Context: an optimization exercise on an open-source flow, tuned for small area and a short achievable clock period. The choices shown serve that exercise and are no tape-out recipe.
Function was checked by simulation only, so behaviour that the tests miss may differ from the original.

--- flow/design.v ---
module FA_Structural(a,b,cin,sum,cout);
	input a,b,cin;
    output sum,cout;
    wire x,y,z;
    xor(x,a,b);
    xor(sum,x,cin);
    and(y,cin,x);
    and(z,a,b);
    or(cout,y,z);
endmodule
module RPA(a,b,cin,sum,cout);
	input [63:0] a,b;
    input cin;
    output wire [63:0] sum;
    output wire cout;
	wire c0,c1,c2,c3,c4,c5,c6,c7,c8,c9,c10,c11,c12,c13,c14,c15,c16,c17,c18,c19,c20,c21,c22,c23,c24,c25,c26,c27,c28,c29,c30,c31,c32,c33,c34,c35,c36,c37,c38,c39,c40,c41,c42,c43,c44,c45,c46,c47,c48,c49,c50,c51,c52,c53,c54,c55,c56,c57,c58,c59,c60,c61,c62;
	FA_Structural fa1(a[0],b[0],cin,sum[0],c0);
	FA_Structural fa2(a[1],b[1],c0,sum[1],c1);
	FA_Structural fa3(a[2],b[2],c1,sum[2],c2);
	FA_Structural fa4(a[3],b[3],c2,sum[3],c3);
    FA_Structural fa5(a[4],b[4],c3,sum[4],c4);
    FA_Structural fa6(a[5],b[5],c4,sum[5],c5);
    FA_Structural fa7(a[6],b[6],c5,sum[6],c6);
    FA_Structural fa8(a[7],b[7],c6,sum[7],c7);
    FA_Structural fa9(a[8],b[8],c7,sum[8],c8);
    FA_Structural fa10(a[9],b[9],c8,sum[9],c9);
    FA_Structural fa11(a[10],b[10],c9,sum[10],c10);
    FA_Structural fa12(a[11],b[11],c10,sum[11],c11);
    FA_Structural fa13(a[12],b[12],c11,sum[12],c12);
    FA_Structural fa14(a[13],b[13],c12,sum[13],c13);
    FA_Structural fa15(a[14],b[14],c13,sum[14],c14);
    FA_Structural fa16(a[15],b[15],c14,sum[15],c15);
    FA_Structural fa17(a[16],b[16],c15,sum[16],c16);
    FA_Structural fa18(a[17],b[17],c16,sum[17],c17);
    FA_Structural fa19(a[18],b[18],c17,sum[18],c18);
    FA_Structural fa20(a[19],b[19],c18,sum[19],c19);
    FA_Structural fa21(a[20],b[20],c19,sum[20],c20);
    FA_Structural fa22(a[21],b[21],c20,sum[21],c21);
    FA_Structural fa23(a[22],b[22],c21,sum[22],c22);
    FA_Structural fa24(a[23],b[23],c22,sum[23],c23);
    FA_Structural fa25(a[24],b[24],c23,sum[24],c24);
    FA_Structural fa26(a[25],b[25],c24,sum[25],c25);
    FA_Structural fa27(a[26],b[26],c25,sum[26],c26);
    FA_Structural fa28(a[27],b[27],c26,sum[27],c27);
    FA_Structural fa29(a[28],b[28],c27,sum[28],c28);
    FA_Structural fa30(a[29],b[29],c28,sum[29],c29);
    FA_Structural fa31(a[30],b[30],c29,sum[30],c30);
    FA_Structural fa32(a[31],b[31],c30,sum[31],c31);
    FA_Structural fa33(a[32],b[32],c31,sum[32],c32);
    FA_Structural fa34(a[33],b[33],c32,sum[33],c33);
    FA_Structural fa35(a[34],b[34],c33,sum[34],c34);
    FA_Structural fa36(a[35],b[35],c34,sum[35],c35);
    FA_Structural fa37(a[36],b[36],c35,sum[36],c36);	
    FA_Structural fa38(a[37],b[37],c36,sum[37],c37);
    FA_Structural fa39(a[38],b[38],c37,sum[38],c38);
    FA_Structural fa40(a[39],b[39],c38,sum[39],c39);
    FA_Structural fa41(a[40],b[40],c39,sum[40],c40);
    FA_Structural fa42(a[41],b[41],c40,sum[41],c41);
    FA_Structural fa43(a[42],b[42],c41,sum[42],c42);
    FA_Structural fa44(a[43],b[43],c42,sum[43],c43);
    FA_Structural fa45(a[44],b[44],c43,sum[44],c44);
    FA_Structural fa46(a[45],b[45],c44,sum[45],c45);
    FA_Structural fa47(a[46],b[46],c45,sum[46],c46);
    FA_Structural fa48(a[47],b[47],c46,sum[47],c47);
    FA_Structural fa49(a[48],b[48],c47,sum[48],c48);
    FA_Structural fa50(a[49],b[49],c48,sum[49],c49);
    FA_Structural fa51(a[50],b[50],c49,sum[50],c50);
    FA_Structural fa52(a[51],b[51],c50,sum[51],c51);
    FA_Structural fa53(a[52],b[52],c51,sum[52],c52);
    FA_Structural fa54(a[53],b[53],c52,sum[53],c53);
    FA_Structural fa55(a[54],b[54],c53,sum[54],c54);
    FA_Structural fa56(a[55],b[55],c54,sum[55],c55);
    FA_Structural fa57(a[56],b[56],c55,sum[56],c56);
    FA_Structural fa58(a[57],b[57],c56,sum[57],c57);
    FA_Structural fa59(a[58],b[58],c57,sum[58],c58);
    FA_Structural fa60(a[59],b[59],c58,sum[59],c59);
    FA_Structural fa61(a[60],b[60],c59,sum[60],c60);
    FA_Structural fa62(a[61],b[61],c60,sum[61],c61);
    FA_Structural fa63(a[62],b[62],c61,sum[62],c62);
    FA_Structural fa64(a[63],b[63],c62,sum[63],cout);
endmodule
module FullAdder(A,B,Cin, Sum);
	input A,B, Cin;
	output Sum;
	assign Sum= A^B^Cin;
endmodule
module partial_products (
	input [63:0]a,
	input [63:0]b,
	output reg [63:0][127:0]p_prods
);
	integer i;
	always @(a or b)
	begin
		for(i=0; i<64; i=i+1)begin
			if(b[i] == 1)begin
				p_prods[i] = a << i;
			end
			else
				p_prods[i] = 128'h00000000;
		end
	end
endmodule
module FA (
	input [127:0] x,
	input [127:0] y,
	input [127:0] z,
	output[127:0] u,
	output[127:0] v);
assign u = x^y^z;
assign v[0] = 0;
assign v[127:1] = (x&y) | (y&z) | (z&x);
endmodule
module wallace (
	input [63:0] a,
	input [63:0] b,
	output[127:0] out
);
	wire [63:0][127:0]p_prods;
	integer i;
	partial_products pp (a, b, p_prods);
	wire [127:0] u_l11, v_l11, u_l12, v_l12, u_l13, v_l13, u_l14, v_l14, u_l15, v_l15, u_l16, v_l16, u_l17, v_l17, u_l18, v_l18, u_l19, v_l19, u_l110, v_l110 ,
				 u_l111 ,v_l111 ,u_l112 ,v_l112 ,u_l113 ,v_l113 ,u_l114 ,v_l114 ,u_l115 ,v_l115 ,u_l116 ,v_l116 ,u_l117 ,v_l117 ,u_l118 ,v_l118 ,u_l119 ,v_l119 ,u_l120 ,v_l120,u_l121 ,v_l121 ;
	FA l11  (p_prods[0 ][127:0], p_prods[1 ][127:0], p_prods[2 ][127:0], u_l11[127:0],   v_l11[127:0]);
	FA l12  (p_prods[3 ][127:0], p_prods[4 ][127:0], p_prods[5 ][127:0], u_l12[127:0],   v_l12[127:0]);
	FA l13  (p_prods[6 ][127:0], p_prods[7 ][127:0], p_prods[8 ][127:0], u_l13[127:0],   v_l13[127:0]);
	FA l14  (p_prods[9 ][127:0], p_prods[10][127:0], p_prods[11][127:0], u_l14[127:0],   v_l14[127:0]);
	FA l15  (p_prods[12][127:0], p_prods[13][127:0], p_prods[14][127:0], u_l15[127:0],   v_l15[127:0]);
	FA l16  (p_prods[15][127:0], p_prods[16][127:0], p_prods[17][127:0], u_l16[127:0],   v_l16[127:0]);
	FA l17  (p_prods[18][127:0], p_prods[19][127:0], p_prods[20][127:0], u_l17[127:0],   v_l17[127:0]);
	FA l18  (p_prods[21][127:0], p_prods[22][127:0], p_prods[23][127:0], u_l18[127:0],   v_l18[127:0]);
	FA l19  (p_prods[24][127:0], p_prods[25][127:0], p_prods[26][127:0], u_l19[127:0],   v_l19[127:0]);
	FA l110 (p_prods[27][127:0], p_prods[28][127:0], p_prods[29][127:0], u_l110[127:0], v_l110[127:0]);
	FA l111 (p_prods[30][127:0], p_prods[31][127:0], p_prods[32][127:0], u_l111[127:0], v_l111[127:0]);
	FA l112 (p_prods[33][127:0], p_prods[34][127:0], p_prods[35][127:0], u_l112[127:0], v_l112[127:0]);
	FA l113 (p_prods[36][127:0], p_prods[37][127:0], p_prods[38][127:0], u_l113[127:0], v_l113[127:0]);
	FA l114 (p_prods[39][127:0], p_prods[40][127:0], p_prods[41][127:0], u_l114[127:0], v_l114[127:0]);
	FA l115 (p_prods[42][127:0], p_prods[43][127:0], p_prods[44][127:0], u_l115[127:0], v_l115[127:0]);
	FA l116 (p_prods[45][127:0], p_prods[46][127:0], p_prods[47][127:0], u_l116[127:0], v_l116[127:0]);
	FA l117 (p_prods[48][127:0], p_prods[49][127:0], p_prods[50][127:0], u_l117[127:0], v_l117[127:0]);
	FA l118 (p_prods[51][127:0], p_prods[52][127:0], p_prods[53][127:0], u_l118[127:0], v_l118[127:0]);
	FA l119 (p_prods[54][127:0], p_prods[55][127:0], p_prods[56][127:0], u_l119[127:0], v_l119[127:0]);
	FA l120 (p_prods[57][127:0], p_prods[58][127:0], p_prods[59][127:0], u_l120[127:0], v_l120[127:0]);
	FA l121 (p_prods[60][127:0], p_prods[61][127:0], p_prods[62][127:0], u_l121[127:0], v_l121[127:0]);
	wire [127:0] u_l21, v_l21, u_l22, v_l22, u_l23, v_l23, u_l24, v_l24, u_l25, v_l25, u_l26, v_l26, u_l27, v_l27, u_l28, v_l28, u_l29, v_l29, u_l210, v_l210 ,
				 u_l211 ,v_l211 ,u_l212 ,v_l212 ,u_l213 ,v_l213 ,u_l214 ,v_l214 ;
	FA l21 (u_l11 [127:0], v_l11[127:0],  u_l12[127:0],  u_l21[127:0],  v_l21[127:0]);
	FA l22 (v_l12 [127:0], u_l13[127:0],  v_l13[127:0],  u_l22[127:0],  v_l22[127:0]);
	FA l23 (u_l14 [127:0], v_l14[127:0],  u_l15[127:0],  u_l23[127:0],  v_l23[127:0]);
	FA l24 (v_l15 [127:0], u_l16[127:0],  v_l16[127:0],  u_l24[127:0],  v_l24[127:0]);
	FA l25 (u_l17 [127:0], v_l17[127:0],  u_l18[127:0],  u_l25[127:0],  v_l25[127:0]);
	FA l26 (v_l18 [127:0], u_l19[127:0],  v_l19[127:0],  u_l26[127:0],  v_l26[127:0]);
	FA l27 (u_l110[127:0], v_l110[127:0], u_l111[127:0], u_l27[127:0],  v_l27[127:0]);
	FA l28 (v_l111[127:0], u_l112[127:0], v_l112[127:0], u_l28[127:0],  v_l28[127:0]);
	FA l29 (u_l113[127:0], v_l113[127:0], u_l114[127:0], u_l29[127:0],  v_l29[127:0]);
	FA l210(v_l114[127:0], u_l115[127:0], v_l115[127:0], u_l210[127:0], v_l210[127:0]);
	FA l211(u_l116[127:0], v_l116[127:0], u_l117[127:0], u_l211[127:0], v_l211[127:0]);
	FA l212(v_l117[127:0], u_l118[127:0], v_l118[127:0], u_l212[127:0], v_l212[127:0]);
	FA l213(u_l119[127:0], v_l119[127:0], u_l120[127:0], u_l213[127:0], v_l213[127:0]);
	FA l214(v_l120[127:0], u_l121[127:0], v_l121[127:0], u_l214[127:0], v_l214[127:0]);
	wire [127:0] u_l31, v_l31, u_l32, v_l32, u_l33, v_l33, u_l34, v_l34, u_l35, v_l35, u_l36, v_l36, u_l37, v_l37, u_l38, v_l38, u_l39, v_l39;
	FA l31 (u_l21[127:0],  v_l21[127:0],   u_l22[127:0], u_l31[127:0], v_l31[127:0]);
	FA l32 (v_l22[127:0],  u_l23[127:0],   v_l23[127:0], u_l32[127:0], v_l32[127:0]);
	FA l33 (u_l24[127:0],  v_l24[127:0],   u_l25[127:0], u_l33[127:0], v_l33[127:0]);
	FA l34 (v_l25[127:0],  u_l26[127:0],   v_l26[127:0], u_l34[127:0], v_l34[127:0]);
	FA l35 (u_l27[127:0],  v_l27[127:0],   u_l28[127:0], u_l35[127:0], v_l35[127:0]);
	FA l36 (v_l28[127:0],  u_l29[127:0],   v_l29[127:0], u_l36[127:0], v_l36[127:0]);
	FA l37 (u_l210[127:0], v_l210[127:0], u_l211[127:0], u_l37[127:0], v_l37[127:0]);
	FA l38 (v_l211[127:0], u_l212[127:0], v_l212[127:0], u_l38[127:0], v_l38[127:0]);
	FA l39 (u_l213[127:0], v_l213[127:0], u_l214[127:0], u_l39[127:0], v_l39[127:0]);
	wire [127:0] u_l41, v_l41, u_l42, v_l42, u_l43, v_l43, u_l44, v_l44, u_l45, v_l45, u_l46, v_l46;
	FA l41 (u_l31[127:0], v_l31[127:0], u_l32[127:0], u_l41[127:0], v_l41[127:0]);
	FA l42 (v_l32[127:0], u_l33[127:0], v_l33[127:0], u_l42[127:0], v_l42[127:0]);
	FA l43 (u_l34[127:0], v_l34[127:0], u_l35[127:0], u_l43[127:0], v_l43[127:0]);
	FA l44 (v_l35[127:0], u_l36[127:0], v_l36[127:0], u_l44[127:0], v_l44[127:0]);
	FA l45 (u_l37[127:0], v_l37[127:0], u_l38[127:0], u_l45[127:0], v_l45[127:0]);
	FA l46 (v_l38[127:0], u_l39[127:0], v_l39[127:0], u_l46[127:0], v_l46[127:0]);
	wire [127:0] u_l51, v_l51, u_l52, v_l52, u_l53, v_l53, u_l54, v_l54, u_l55, v_l55;
	FA l51 (u_l41[127:0], v_l41[127:0], u_l42[127:0], u_l51[127:0], v_l51[127:0]);
	FA l52 (v_l42[127:0], u_l43[127:0], v_l43[127:0], u_l52[127:0], v_l52[127:0]);
	FA l53 (u_l44[127:0], v_l44[127:0], u_l45[127:0], u_l53[127:0], v_l53[127:0]);
	FA l54 (v_l45[127:0], u_l46[127:0], v_l46[127:0], u_l54[127:0], v_l54[127:0]);
	wire [127:0] u_l61, v_l61, u_l62, v_l62, u_l63, v_l63, u_l64, v_l64;
	FA l61 (u_l51[127:0], v_l51[127:0], u_l52[127:0], u_l61[127:0], v_l61[127:0]);
	FA l62 (v_l52[127:0], u_l53[127:0], v_l53[127:0], u_l62[127:0], v_l62[127:0]);
	FA l63(u_l54[127:0],v_l54[127:0],p_prods[63][127:0],u_l63[127:0],v_l63[127:0]);
	wire [127:0] u_l71, v_l71, u_l72, v_l72;
	FA l71 (u_l61[127:0], v_l61[127:0], u_l62[127:0], u_l71[127:0], v_l71[127:0]);
	FA l72 (v_l62[127:0], u_l63[127:0], v_l63[127:0], u_l72[127:0], v_l72[127:0]);
	wire [127:0] u_l81, v_l81 , u_l82, v_l82,u;
	FA l81 (u_l71[127:0],v_l71[127:0], u_l72[127:0], u_l81[127:0], v_l81[127:0]);
	wire [127:0] u_l91, v_l91;
	FA l91 (u_l81[127:0], v_l81[127:0], v_l72[127:0], u_l91[127:0], v_l91[127:0]);
    wire [127:0] u_l101, v_l101;
	FA l101 (u_l91[127:0], v_l91[127:0], v_l214[127:0], u_l101[127:0], v_l101[127:0]);
	wire c;
	RPA l1111 (u_l101[63:0]  , v_l101[63:0], 1'b0,out[63:0],  c);
	RPA l1112 (u_l101[127:64], v_l101[127:64],c,out[127:64],  );
endmodule
module Split(input [63:0]A, output sign, output [10:0]exp, output [51:0]man);
    assign sign = A[63];
    assign exp  = A[62:52];
    assign man  = A[51:0];
endmodule
module dpm(input [63:0] Exp1, input [63:0] Exp2, output reg [63:0] Final_exp);
    wire S1,S2,S3;           
    wire [10:0] E1,E2;        
    wire [51:0] M1,M2;       
    reg [51:0]M3;        
    reg [10:0]E3;         
    Split SP1(Exp1,S1,E1,M1);
    Split SP2(Exp2,S2,E2,M2);
    wire [63:0] N1,N2;    
	wire [127:0] N3;
    wire [10:0] temp_E3;
    assign N1 = {{11'b0},|E1,M1};    
    assign N2 = {{11'b0},|E2,M2};    
    assign temp_E3=E1+E2-1023;  
    assign S3=S1^S2;  
    wallace w(N2,N1,N3);
	always@(*)	
	begin
		if(N3[105]==1)
		begin
            M3=N3[104:53];  
            E3=temp_E3+1;  
        end
        else
        begin
            M3=N3[103:52];  
            E3=temp_E3;
        end
        if(temp_E3>=2047)
            E3=11'b11111111111;
	end
    always@(*)
    begin
        if(&E1 == 1'b1 && |M1 == 1'b0)               
            Final_exp={1'b0,11'b11111111111,52'b0};
        else if(&E2 == 1'b1 && |M2 == 1'b0)          
            Final_exp={1'b0,11'b11111111111,52'b0};
        else if(|E1 == 1'b0 && |M1 == 1'b0)          
            Final_exp={64'b0};
        else if(|E2 == 1'b0 && |M2 == 1'b0)          
            Final_exp={64'b0};
        else                                         
            Final_exp={S3,E3,M3};
    end
endmodule
module fp64_mul(input clk, input [63:0] a, input [63:0] b, output reg [63:0] p);
    reg  [63:0] a_q, b_q;
    wire [63:0] prod;
    dpm u_dpm(.Exp1(a_q), .Exp2(b_q), .Final_exp(prod));
    always @(posedge clk) begin
        a_q <= a;
        b_q <= b;
        p   <= prod;
    end
endmodule
--- flow/config.mk ---
export PLATFORM = sky130hd
export DESIGN_NAME = fp64_mul
export DESIGN_NICKNAME = fp64_mul
export VERILOG_FILES = /design/flow/design.v
export SDC_FILE = /design/flow/constraint.sdc
export NUM_CORES = 4
export LEC_CHECK = 0
export CAP_MARGIN = 20
export CORE_MARGIN = 2
export CORE_UTILIZATION = 50
export CTS_CLUSTER_DIAMETER = 60
export CTS_CLUSTER_SIZE = 10
export SLEW_MARGIN = 20
--- flow/constraint.sdc ---
create_clock -name core_clock -period 30.0 [get_ports {clk}]
set_input_delay 6.0000 -clock core_clock [delete_from_list [all_inputs] [get_ports {clk}]]
set_output_delay 6.0000 -clock core_clock [all_outputs]
set_load 0.01 [all_outputs]
--- flow/run.sh ---
#!/bin/bash
# synth_recipe.tcl (not shown) runs the flow's synth.tcl, then flattens the netlist and writes it again
# the make line also repeats each setting of config.mk as NAME=value (left out here)
make -C /OpenROAD-flow-scripts/flow DESIGN_CONFIG=/design/flow/config.mk WORK_HOME=/design/flow/orfs CLKGATE_MAP_FILE= SYNTH_SCRIPT=/design/flow/synth_recipe.tcl finish
==> run notes <==
[flip-flops by register name, summed over array words and instances, names as in the netlist]
register and count:
a_q 64, p 64, b_q 64
[synthesized netlist by cell type (2+ instances only)]
library cell / count / area share, %
and3_1: 54 / 0.35
o21a_1: 9 / 0.070
a21oi_1: 14 / 0.072
o2111ai_1: 6 / 0.054
nor2_1: 18 / 0.070
buf_1: 2 / 0.0077
nor3b_1: 2 / 0.015
nor4_1: 34 / 0.22
fa_1: 2661 / 55
o21ai_1: 8 / 0.041
clkbuf_1: 611 / 2.4
o21ai_0: 8 / 0.041
nand3_1: 9 / 0.046
inv_1: 3078 / 12
a211oi_1: 3 / 0.023
xnor2_1: 15 / 0.14
nor3_1: 7 / 0.036
a211o_1: 2 / 0.018
nand4_1: 14 / 0.090
and2_1: 2208 / 14
a2111oi_0: 7 / 0.063
o31ai_1: 2 / 0.015
ha_1: 628 / 8.1
nand2b_1: 2 / 0.013
xor2_1: 8 / 0.072
a21o_1: 8 / 0.062
dfxtp_1: 192 / 4.0
nor2b_1: 4 / 0.026
nand2_1: 718 / 2.8
a22oi_1: 2 / 0.015
[metrics by stage]
stage	setup slack, ps	setup TNS [ps]
2_1_floorplan	1660	0
3_3_place_gp	-415	-15980
3_5_place_dp	-704	-33930
4_1_cts	28.2	0
5_1_grt	2.94	0
6_report	743	0
[per-layer routing]
metal,up-vias,global-route usage (%)
met1,35800,37.3
met4,12,17.3
met3,760,4.25
met2,2199,55.4
met5,-,0
li1,28700,-
[logic make-up (layout without fill, tap and decap cells)]
logic type	after synthesis	after routing	synth area share [%]
flip-flops	192	192	3.96
adder cells (fa/ha/maj)	3289	3289	63.0
other	0	32	0
XOR/XNOR	23	23	0.208
AO/OA/AOI/OAI	83	83	0.648
AND/OR/NAND/NOR	3075	3075	17.9
buffers and inverters	3693	3832	14.3
[path summary, 6_finish.rpt]
check | end | slack [ps] | cells past startpoint
worst max register to register | p[15]$_SDFF_PP0_ | 740 | 87
worst max-delay path | p[15]$_SDFF_PP0_ | 740 | 87
worst min register to register | p[63]$_SDFF_PP0_ | 600 | 2
worst min-delay path | p[63]$_SDFF_PP0_ | 600 | 2
[critical path: cells and delay by family, from the launching register on]
family	cells	cell delay, ps
AOI/OAI and AO/OA	4	400
DFF	1	400
xor gates and xnor gates	3	480
buffers and inverters	12	1360
adders and majority gates	64	25750
and+or+nand+nor	4	620
[layout make-up]
type                    count  area share [%]
diodes                     32          0.0754
clock buffers              17           0.401
clock inverters            14           0.196
inverters                3078            10.9
multi-input cells        6470            74.9
flip-flops and latches    192            3.77
well taps                2526            2.98
repair buffers            723            6.82
[timing repair]
action                     CTS  global route
setup endpoints to repair   63            63
pin swaps                    3             8
gates resized for setup     19            19
hold endpoints to repair     0             0
==> run notes <==
outcome = complete, no violations
Final Hold Viols = 0
sequential cell area = 4000 um^2
Placed Cells = 13000
area of the multi-input gates = 79500 um^2
fin. max-slew vios = 0
starting utilization of the core area = 50.4%
final HPWL from detailed placement = 246000 um
met3 WL = 16000 um
syn_area_per_cell = 9.37 um^2
Num CTS Buffers = 17
crit-path max FO = 36
most common cell after layout, fill and taps aside = inv_1
post-CTS setup repair buffer count = 0
Iteration-0 DRC Markers = 3618
drt drc = 0
fin nets = 13900
vias in the first global route = 77100
Crit Path Category = reg2reg
initial antenna violation count = 22
synthesis-stage register bit count = 192
routed wl met2 = 153000 um
num ports = 193
# clock sinks = 192
crit-path max cell delay = 560 ps
highest routed metal layer = met5
HP Start = a_q[63]$_DFF_P_
cell area after synthesis = 97100 um^2
# port buffers = 192
met1 wire length = 108000 um
Post-Synthesis Cells = 10400
share of layout cells above drive strength 1 = 6.71%
Worst EP arrival = 29720 ps
CTS tree = built
hold_ws = 596 ps
Yosys warning count = 3
Tmin final = 29260 ps
WL/cell = 22.6 um
H-tree Lvls = 4
CORE AREA = 193000 um^2
EDFF count, synth = 0
asr flop ratio synth = 0%
Clock Skews = 34.2 ps
# setup viols final = 0
GPL Wtd Cong = 0.937
P&R area growth vs syn = 9.35%
Die H = 445 um
crit end category = flop
Non-Filler Instances = 13100
via count = 67400
DRT Wirelength = 295000 um
All-Layer GR Usage = 31.5%
clk buf depth = 2
RSZ-0062 raised after global routing = false
drt first pass iters = 5
post-DR vias/cell = 5.16
clk latency of the worst-skew pair = 590 ps
worst hold path class = reg2reg
Row Count = 161
Peak Freq = 34.2 MHz
GR Overflow Total = 0
Slowest-stage cell, CP = fa_1
root buffer cell = clkbuf_16
syn nets = 13800
hold_buf cts = 0
commonest non-fill, non-tap cells in the layout = inv_1, fa_1, and2_1
Slew @ Worst Pin = 1030 ps
crit share post-route = 97.5%
CP Launch Point = b_q[7]$_DFF_P_
first-pass GRT wire length = 462000 um
count of maximum capacitance violations = 0
startpoint types = flop
Die Span X = 445 um
largest net degree at the start of global routing = 53
critical path required time = 30470 ps
post-synthesis sequential area ratio = 3.96%
fillers = 17600
post-placement cell area = 105000 um^2
most used cell along the critical path = fa_1
Finished Cell Area = 106000 um^2
Core Util, Final = 55.1%
most common flop cell mapped by yosys = dfxtp_1
DRT antenna net count = 0
Die ar. = 198000 um^2
Reg clk slew, reported paths = 100 ps
Slew headroom = 30.6%
Worst R2R Start = b_q[7]$_DFF_P_
Synth cell types = 51

==> separate check: timing with driven ports <==
The results above use ideal ports. As a check the final layout listed here was re-extracted and re-timed, cells and wires unchanged. Step 1, drivers: a clkbuf_16 drives clk and a buf_2 each remaining input, both assumed. Step 2 times the ports against the registers' clock, not the clock port: input delays grow and output delays shrink by t, the midpoint of the rising clock arrivals with the driver on. a / b / c = ideal / step 1 / step 2; a / b = the first two.
t (ns): 0.659
setup WS [ns]: 0.743 / 0.743 / 0.743
clock arrival spread, ns: 0.034 / 0.034
After both steps this run still meets setup and hold. For this run, drivers alone change the setup slack by 0.000 ns; drivers and shift together by 0.000 ns.
